Source: an optimization exercise on an open RTL-to-GDS flow (aim: small area). Production flows keep margins and buffers that such runs may drop.
At most, simulation tests tie the RTL to the original design; equivalence was not proved.
The flow treats the clock pin as an ideal source, which a real chip does not have.
Power and IR drop assume default switching activity.

==> inputs of harbor <==
## top_module
module top_module
    (
        input wire          iclk,                        
        input wire          irst,                        
        input wire  [7:0]   i_MAC_DA,                    
        output wire [1:0]   o_MAC_port_num,              
        input wire          i_rx_dv_0,      
        input wire          i_rx_er_0,      
        input wire  [7:0]   i_rx_d_0,       
        output wire [2:0]   o_fsm_state_0,
        output wire         o_fsm_state_changed_0,
        output wire         o_rx_dv_4cd_0,
        output wire         o_rx_er_4cd_0,
        output wire [7:0]   o_rx_d4cd_0,
        input wire          i_rx_dv_1,      
        input wire          i_rx_er_1,      
        input wire  [7:0]   i_rx_d_1,       
        output wire [2:0]   o_fsm_state_1,
        output wire         o_fsm_state_changed_1,
        output wire         o_rx_dv_4cd_1,
        output wire         o_rx_er_4cd_1,
        output wire [7:0]   o_rx_d4cd_1,
        input wire          i_rx_dv_2,      
        input wire          i_rx_er_2,      
        input wire  [7:0]   i_rx_d_2,       
        output wire [2:0]   o_fsm_state_2,
        output wire         o_fsm_state_changed_2,
        output wire         o_rx_dv_4cd_2,
        output wire         o_rx_er_4cd_2,
        output wire [7:0]   o_rx_d4cd_2,
        input wire          i_rx_dv_3,      
        input wire          i_rx_er_3,      
        input wire  [7:0]   i_rx_d_3,       
        output wire [2:0]   o_fsm_state_3,
        output wire         o_fsm_state_changed_3,
        output wire         o_rx_dv_4cd_3,
        output wire         o_rx_er_4cd_3,
        output wire [7:0]   o_rx_d4cd_3
    );
export LEC_CHECK = 0
export CAP_MARGIN = 20
export CORE_MARGIN = 2
export CORE_UTILIZATION = 40
export SLEW_MARGIN = 20
create_clock -name core_clock -period 8.0 [get_ports {iclk}]
standard.sh (not shown) runs the stock make flow with config.mk's settings and CLKGATE_MAP_FILE= SYNTH_SCRIPT=/design/flow/synth_recipe.tcl, a recipe that flattens the netlist after the stock synthesis.
==> flow/flow/run.sh <==
#!/bin/bash
# The standard layout (standard.sh) with these changes, all outside the RTL:
#  - synthesis: ORFS's own scripts, copied here, with an area-oriented ABC mapping script in
#    place of abc_speed.script (flip-flops are mapped by dfflibmap before ABC runs, so the
#    registers, their names and cell types are the standard synthesis's);
#  - CTS: sink clusters of up to 28 flip-flops per clkbuf_16 and no dummy loads;
#  - port buffers: every input and output still gets a buffer, a buf_1;
#  - placement repair also buffers nets with a fanout over 32 (flow/fanout.tcl);
#  - after CTS, clock buffers are downsized where the clock-pin slew allows (flow/post_cts.tcl).
set -euo pipefail
WORK=$(pwd)
rm -rf "$WORK/orfs_scripts"
cp -r "$FLOW_HOME/scripts" "$WORK/orfs_scripts"
cat > "$WORK/orfs_scripts/abc_speed.script" <<'ABC'
&get -n
&st
&syn2
&dch -f
&nf -R 1000 -p -a
&put
ABC
export SCRIPTS_DIR="$WORK/orfs_scripts"
export CTS_ARGS="-sink_clustering_enable -repair_clock_nets -sink_clustering_size 28 -sink_clustering_max_diameter 90 -buf_list sky130_fd_sc_hd__clkbuf_16 -dont_use_dummy_load"
export BUFFER_PORTS_ARGS="-buffer_cell sky130_fd_sc_hd__buf_1"
export PRE_GLOBAL_PLACE_TCL="$WORK/flow/fanout.tcl"
export PRE_RESIZE_TCL="$WORK/flow/fanout.tcl"
export POST_CTS_TCL="$WORK/flow/post_cts.tcl"
bash standard.sh > standard_flow.log 2>&1
==> flow/flow/fanout.tcl <==
# Buffer the high-fanout nets (the MAC table's write data reaches all 256 entries).
set_max_fanout 32 [current_design]
Other scripts of this flow, unchanged in this note and not shown: flow/flow/post_cts.tcl
==> inputs of tundra, as changes to harbor <==
--- a/flow/design.v
+++ b/flow/design.v
@@ -4,18 +4,17 @@
         input wire          i_rst,        
         input wire          i_vld,        
         input wire          i_rx_dv,
         input wire          i_rx_er,
         input wire  [7:0]   i_rx_d,
-        input wire          ishowSA,
         output wire [2:0]   o_fsm_state,
         output reg          o_fsm_state_changed,
         output wire         o_rx_dv_4cd,
         output wire         o_rx_er_4cd,
         output wire [7:0]   o_rx_d4cd,
         output reg  [7:0]   osa,          
-        output reg          onewsa
+        output wire         o_new_sa      
     );
     localparam [2:0] lpND   = 3'd0,
                      lpPRE  = 3'd1,
                      lpSFD  = 3'd2,
                      lpDA   = 3'd3,
@@ -263,12 +262,11 @@
             r_crc_bad  <= w_bad_now;
             if (r_state_reg == lpPRE) toggle <= 1'b0;
             else if (r_state_reg == lpND && w_bad_now) toggle <= 1'b1;
         end
     end
-    always @(posedge i_rx_clk)
-        onewsa <= !i_rst & r_NEW_SA_indicator & !ishowSA;
+    assign o_new_sa = r_NEW_SA_indicator;
 endmodule
 module MAC_arbiter
     (
         input wire          iclk,
         input wire          irst,    
@@ -277,20 +275,24 @@
         output wire [3:0]   o_show_SA,
         output reg          o_write_en
     );
     reg [1:0] r_working_port;
     reg [3:0] r_show_SA;
+    reg       r_req;
+    wire [1:0] w_next_port = r_working_port + 2'd1;
     always @(posedge iclk) begin
       if (irst) begin
         o_write_en     <= 1'b0;
         r_show_SA      <= 4'b0;
         r_working_port <= 2'b0;
+        r_req          <= 1'b0;
       end
       else begin
-        o_write_en                <= i_newSA[r_working_port];
-        r_show_SA[r_working_port] <= i_newSA[r_working_port];
-        r_working_port            <= r_working_port + 2'd1;
+        o_write_en                <= r_req;
+        r_show_SA[r_working_port] <= r_req;
+        r_working_port            <= w_next_port;
+        r_req                     <= i_newSA[w_next_port] & ~r_show_SA[w_next_port];
       end
     end
     assign o_port_num = r_working_port - 2'd1;
     assign o_show_SA  = r_show_SA;
 endmodule
@@ -312,14 +314,20 @@
             assign w_row[i] = irst | (i_write_enable & (i_MAC_SA[7:4] == i));
             assign w_col[i] = irst | (i_MAC_SA[3:0] == i);
         end
     endgenerate
     wire [1:0] w_wdata = irst ? 2'b00 : i_port_num;
+    wire [1:0] w_wdata_grp [0:3];
+    generate
+        for (i = 0; i < 4; i = i + 1) begin : g_wd
+            assign w_wdata_grp[i] = w_wdata & {2{|w_row[4*i +: 4]}};
+        end
+    endgenerate
     generate
         for (i = 0; i < 256; i = i + 1) begin : g_ent
             always @(posedge iclk)
-                if (w_row[i/16] & w_col[i%16]) r_port_num[2*i +: 2] <= w_wdata;
+                if (w_row[i/16] & w_col[i%16]) r_port_num[2*i +: 2] <= w_wdata_grp[i/64];
         end
     endgenerate
     wire [15:0] w_csel = 16'd1 << i_MAC_DA[3:0];
     wire [15:0] w_rsel = 16'd1 << i_MAC_DA[7:4];
     wire [15:0] w_row_b0, w_row_b1;
@@ -394,69 +402,65 @@
         .i_rst                  (irst),
         .i_vld                  (r_vld[3]),
         .i_rx_dv                (i_rx_dv_0),
         .i_rx_er                (i_rx_er_0),
         .i_rx_d                 (i_rx_d_0),
-        .ishowSA                (wshowSA[0]),
         .o_fsm_state            (o_fsm_state_0),
         .o_fsm_state_changed    (o_fsm_state_changed_0),
         .o_rx_dv_4cd            (o_rx_dv_4cd_0),
         .o_rx_er_4cd            (o_rx_er_4cd_0),
         .o_rx_d4cd              (o_rx_d4cd_0),
         .osa                    (wsa0),
-        .onewsa                 (wnewSA[0])
+        .o_new_sa                 (wnewSA[0])
     );
     Ethernet_rx_frame GMII1
     (
         .i_rx_clk               (iclk),
         .i_rst                  (irst),
         .i_vld                  (r_vld[3]),
         .i_rx_dv                (i_rx_dv_1),
         .i_rx_er                (i_rx_er_1),
         .i_rx_d                 (i_rx_d_1),
-        .ishowSA                (wshowSA[1]),
         .o_fsm_state            (o_fsm_state_1),
         .o_fsm_state_changed    (o_fsm_state_changed_1),
         .o_rx_dv_4cd            (o_rx_dv_4cd_1),
         .o_rx_er_4cd            (o_rx_er_4cd_1),
         .o_rx_d4cd              (o_rx_d4cd_1),
         .osa                    (wsa1),
-        .onewsa                 (wnewSA[1])
+        .o_new_sa                 (wnewSA[1])
     );
     Ethernet_rx_frame GMII2
     (
         .i_rx_clk               (iclk),
         .i_rst                  (irst),
         .i_vld                  (r_vld[3]),
         .i_rx_dv                (i_rx_dv_2),
         .i_rx_er                (i_rx_er_2),
         .i_rx_d                 (i_rx_d_2),
-        .ishowSA                (wshowSA[2]),
         .o_fsm_state            (o_fsm_state_2),
         .o_fsm_state_changed    (o_fsm_state_changed_2),
         .o_rx_dv_4cd            (o_rx_dv_4cd_2),
         .o_rx_er_4cd            (o_rx_er_4cd_2),
         .o_rx_d4cd              (o_rx_d4cd_2),
         .osa                    (wsa2),
-        .onewsa                 (wnewSA[2])
+        .o_new_sa                 (wnewSA[2])
     );
     Ethernet_rx_frame GMII3
     (
         .i_rx_clk               (iclk),
         .i_rst                  (irst),
         .i_vld                  (r_vld[3]),
         .i_rx_dv                (i_rx_dv_3),
         .i_rx_er                (i_rx_er_3),
         .i_rx_d                 (i_rx_d_3),
-        .ishowSA                (wshowSA[3]),
         .o_fsm_state            (o_fsm_state_3),
         .o_fsm_state_changed    (o_fsm_state_changed_3),
         .o_rx_dv_4cd            (o_rx_dv_4cd_3),
         .o_rx_er_4cd            (o_rx_er_4cd_3),
         .o_rx_d4cd              (o_rx_d4cd_3),
         .osa                    (wsa3),
-        .onewsa                 (wnewSA[3])
+        .o_new_sa                 (wnewSA[3])
     );
     MAC_arbiter sa_arbiter
     (
         .iclk                   (iclk),
         .irst                   (irst),
==> flow/flow/run.sh (replaced) <==
#!/bin/bash
# The standard layout (standard.sh) with these changes, all outside the RTL:
#  - synthesis: ORFS's own scripts, copied here, with an area-oriented ABC mapping script in
#    place of abc_speed.script (flip-flops are mapped by dfflibmap before ABC runs, so the
#    registers, their names and cell types are the standard synthesis's);
#  - CTS: sink clusters of up to 28 flip-flops per clkbuf_16 and no dummy loads;
#  - port buffers: every input and output still gets a buffer, a buf_1;
#  - after CTS, clock buffers are downsized where the clock-pin slew allows (flow/post_cts.tcl).
set -euo pipefail
WORK=$(pwd)
rm -rf "$WORK/orfs_scripts"
cp -r "$FLOW_HOME/scripts" "$WORK/orfs_scripts"
cat > "$WORK/orfs_scripts/abc_speed.script" <<'ABC'
&get -n
&st
&syn2
&dch -f
&nf -R 1000 -p -a
&put
ABC
export SCRIPTS_DIR="$WORK/orfs_scripts"
export CTS_ARGS="-sink_clustering_enable -repair_clock_nets -sink_clustering_size 28 -sink_clustering_max_diameter 90 -buf_list sky130_fd_sc_hd__clkbuf_16 -dont_use_dummy_load"
export BUFFER_PORTS_ARGS="-buffer_cell sky130_fd_sc_hd__buf_1"
export POST_CTS_TCL="$WORK/flow/post_cts.tcl"
bash standard.sh > standard_flow.log 2>&1
- CAP_MARGIN: 20 -> 0
- CORE_UTILIZATION: 40 -> 50
- PLACE_DENSITY: unset -> 0.7
- SLEW_MARGIN: 20 -> 0
removed: flow/flow/fanout.tcl
==> summary of the runs <==
- Between tundra and harbor, the lower sequential share of layout area is in harbor (gap 0.45 points).
- Between harbor and tundra, the lower combinational power is in tundra (gap about 2%, measured against tundra).
- Via count: tundra is larger than harbor (about 1.5%).
- Hold slack: tundra is higher than harbor (72 ps).
- Sequential cell count: harbor is higher than tundra (3).
- Of tundra and harbor, tundra has the higher register-to-register slack (gap 50 ps).
- Sequential power: tundra is smaller than harbor (about 0.9%).
- In tundra the die area is smaller than in harbor, by 20%.
- Of tundra and harbor, tundra has the higher global-route usage (gap 4.0 points).
- Against harbor, the synthesized cell count of tundra is larger by 0.98%.
- Total power: harbor is larger than tundra (about 0.7%).
Only the layout flow was run in harbor; the RTL was not checked for function there.

-- static timing again, ports no longer ideal --
The flow's constraints put no driver on any port. The routed layouts listed below were extracted and timed again, unchanged, in two steps. Step 1 (the two cells are an assumption about what drives the block):
set clk [get_ports {iclk}]
set_driving_cell -lib_cell sky130_fd_sc_hd__clkbuf_16 $clk
set_driving_cell -lib_cell sky130_fd_sc_hd__buf_2 [delete_from_list [all_inputs] $clk]
Step 2 times the ports against the registers' clock, not the clock port: input delays grow and output delays shrink by t, the midpoint of the rising clock arrivals with the driver on. Slacks: no drivers / after step 1 / after step 2; pairs: no drivers / after step 1.
| run | shift t [ns] | setup WS [ns] | hold slack, ns | latest minus earliest clock arrival (ns) | worst register clock-pin slew, ns |
|---|---|---|---|---|---|
| harbor | 0.861 | 3.852 / 3.886 / 3.025 | 0.235 / 0.235 / 0.235 | 0.253 / 0.253 | 0.11 / 0.11 |
| tundra | 0.681 | 3.950 / 3.950 / 3.330 | 0.307 / 0.307 / 0.307 | 0.076 / 0.076 | 0.11 / 0.11 |
After both steps every run listed still meets setup and hold. For harbor, which loses most, drivers alone change the setup slack by +0.034 ns; drivers and shift together by -0.827 ns.
